Background: an optimization exercise with open tools, aiming at small area. Do not read the settings as production practice. Only simulation tests tie the RTL to the original design; equivalence was not proved. Power is estimated from default activity; no workload was simulated.

== main ==
Design BobTop, start of the top module:
module BobTop (
	clock,
	reset,
	rx,
	runway_override,
	emergency_override,
	tx,
	framing_error,
	runway_active,
	emergency,
	receiving,
	sending
);
For scale: roughly 720 cells after synthesis.
clock: 40.0 ns
lec_check: 0
cap_margin: 20
core_margin: 2
core_utilization: 45
cts_buf_list: sky130_fd_sc_hd__clkbuf_4
cts_cluster_diameter: 50
cts_cluster_size: 10
slew_margin: 20
standard.sh (not shown) runs the stock make flow with config.mk's settings and CLKGATE_MAP_FILE= SYNTH_SCRIPT=/design/flow/synth_recipe.tcl, a recipe that flattens the netlist after the stock synthesis.
==> flow/flow/run.sh <==
#!/bin/bash
# Own flow: the standard synthesis, then an area-oriented re-mapping of its
# combinational logic (registers kept as they are), then the standard layout.
# Each tool's output goes to a log file of its own in this folder.
set -euo pipefail
W=$(pwd)
R=$W/orfs/results/${FLOW_PLATFORM}/BobTop/base
L=$W/orfs/logs/${FLOW_PLATFORM}/BobTop/base
LIB=$FLOW_HOME/platforms/${FLOW_PLATFORM}/lib/sky130_fd_sc_hd__tt_025C_1v80.lib
YOSYS=$FLOW_HOME/../tools/install/yosys/bin/yosys
[[ -x $YOSYS ]] || YOSYS=yosys

bash standard.sh synth > $W/flow_synth.log 2>&1

# re-map the combinational logic for area
cp $R/1_2_yosys.v $W/synth_standard.v
DU=$(grep -m1 "abc -script" $L/1_2_yosys.log | grep -o -- "-dont_use [^ ]*" | tr '\n' ' ')
sed "s|@LIB@|$LIB|g; s|@DU@|$DU|g; s|@IN@|$W/synth_standard.v|g; s|@OUT@|$W/synth_resyn.v|g; s|@ABC@|$W/flow/area.abc|g" \
  flow/resyn.ys > $W/resyn.ys
$YOSYS -s $W/resyn.ys > $W/flow_resyn.log 2>&1
cp $W/synth_resyn.v $R/1_2_yosys.v

# clock tree of small buffers without dummy loads; port buffers of the
# smallest buffer
CTS="-sink_clustering_enable -repair_clock_nets -dont_use_dummy_load"
CTS="$CTS -sink_clustering_size 10 -sink_clustering_max_diameter 50"
CTS="$CTS -buf_list sky130_fd_sc_hd__clkbuf_4"
bash standard.sh "CTS_ARGS=$CTS" "BUFFER_PORTS_ARGS=-buffer_cell sky130_fd_sc_hd__buf_1" finish > $W/flow_finish.log 2>&1
==> flow/flow/area.abc <==
strash
dc2
&get -n
&deepsyn -T 60 -S 7
&dch -f
&nf -a -R 2000 -E 1000
&put
==> flow/flow/resyn.ys <==
read_liberty -ignore_miss_func @LIB@
blackbox sky130_fd_sc_hd__*df* sky130_fd_sc_hd__*dl* sky130_fd_sc_hd__conb*
read_verilog @IN@
hierarchy -top BobTop
stat -liberty @LIB@
flatten
opt -purge
abc -liberty @LIB@ @DU@ -script @ABC@
read_liberty -lib -overwrite @LIB@
hierarchy -top BobTop
opt_clean -purge
hilomap -singleton -hicell sky130_fd_sc_hd__conb_1 HI -locell sky130_fd_sc_hd__conb_1 LO
insbuf -buf sky130_fd_sc_hd__buf_4 A X
splitnets
opt_clean -purge
check -assert
stat -liberty @LIB@
write_verilog -noattr -noexpr -nohex -nodec @OUT@
Input changes introduced in the feature branch (baseline for comparison: main):
-- flow/design.v --
<<< main, line 112
	wire st_div_l = state == S_DIV_L;
	wire st_q2 = state == S_Q2;
	reg [27:0] rq;
	reg [2:0] qc;
	reg qpend;
>>> the feature branch, line 112
	wire st_div_l = state == S_DIV_L;
	wire st_q2 = state == S_Q2;
	reg [31:0] rq;
	reg [2:0] qc;
	reg qpend;
<<< main, line 125
			qc <= qc + {2'b00, q_push} - {2'b00, q_pop};
	always @(posedge clock)
		qpend <= rdone & q_full & q_pop;
	wire [2:0] r_type = rdata[3:1];
	wire r_other = r_type[2] | (r_type[1] & r_type[0]);
	wire [6:0] r_ent = {rdata[7:4], r_other ? 2'b11 : r_type[1:0], r_other ? &r_type : rdata[0]};
	always @(posedge clock)
		if ((rdone & ~q_full) | qpend)
			rq <= {rq[20:0], r_ent};
	wire [1:0] q_rd = qc[1:0] | {2{qpend}};
	wire [6:0] req = rq[q_rd * 7+:7];
	wire [3:0] req_id = req[6:3];
	wire [1:0] req_cls = req[2:1];
	wire req_act = req[0];
	reg [31:0] tq;
>>> the feature branch, line 125
			qc <= qc + {2'b00, q_push} - {2'b00, q_pop};
	always @(posedge clock)
		qpend <= q_push;
	always @(posedge clock)
		if (qpend)
			rq <= {rq[23:0], rdata};
	wire [1:0] q_rd = qc[1:0] - {1'b0, qpend};
	wire [7:0] req = rq[q_rd * 8+:8];
	wire [3:0] req_id = req[7:4];
	wire [2:0] req_type = req[3:1];
	wire req_act = req[0];
	reg [31:0] tq;
<<< main, line 174
	wire p_ne = pc != 3'd0;
	reg [6:0] rts;
	wire is_req = req_cls == 2'b00;
	wire is_decl = req_cls == 2'b01;
	wire is_emer = req_cls == 2'b10;
	wire is_idp = req_act;
	wire ra_free = runway_active != 2'b11;
	reg [2:0] nstate;
>>> the feature branch, line 171
	wire p_ne = pc != 3'd0;
	reg [6:0] rts;
	wire is_req = req_type == 3'b000;
	wire is_decl = req_type == 3'b001;
	wire is_emer = req_type == 3'b010;
	wire is_idp = req_type == 3'b111;
	wire ra_free = runway_active != 2'b11;
	reg [2:0] nstate;
<<< main, line 384
			emerg_id <= req_id;
	always @(posedge clock)
		if (set_rts)
			rts <= new_rts;
	localparam [3:0] T_IDLE = 4'd0;
>>> the feature branch, line 381
			emerg_id <= req_id;
	always @(posedge clock)
		if (reset)
			rts <= 7'd0;
		else if (set_rts)
			rts <= new_rts;
	localparam [3:0] T_IDLE = 4'd0;
### Flow results
Summary — number of vias per cell, the feature branch relative to main: lower, by 1.1%.
NOTE cell count main->the feature branch increased by a few percent
Synthesis-to-finish area growth, the feature branch and main: higher on main
Summary: with main as the reference, average cell area after synthesis in the feature branch moved down by a few percent.
Compared the feature branch against main; core utilization within noise.
Relative to main, internal power component decreased by about 5.4% in the feature branch.
For the least setup slack across all paths after layout, the feature branch came in 0.078 ns lower than main did.
Quantity of hold-fixing buffers added after cts: main vs the feature branch identical
Compared with main, in the feature branch final area rose 0.71%, final wirelength fell 1.5%, synthesized instance count rose about 4%, time the final worst path needs with I/O delays and setup rose 0.078 ns.
Changes observed in the feature branch relative to main: maximum clock frequency fell by about 0.5%; CTS sink count rose by 4.

## re-timing with driven ports
In the flow no input, the clock included, has a driving cell. The finished layouts below were timed again as built, in two steps. Step 1: set_driving_cell puts a clkbuf_16 on clock and a buf_2 on each other input, an assumption about the parent block. Step 2 adds t to the input delays and takes it off the output delays; t is the mean of the earliest and latest rising clock arrival at the registers after step 1. Input paths then give back, and output paths get back, about the clock's delay inside the block. Slacks: ideal / step 1 / step 2; pairs: ideal / step 1.
run | t (ns) | setup slack, ns | latest minus earliest clock arrival (ns) | worst slew at a driven data input, ns
main | 0.690 | 23.546 / 23.527 / 23.527 | 0.070 / 0.070 | 0.03
the feature branch | 0.679 | 23.468 / 23.449 / 23.449 | 0.030 / 0.030 | 0.03
After both steps setup and hold are still met in every run listed.
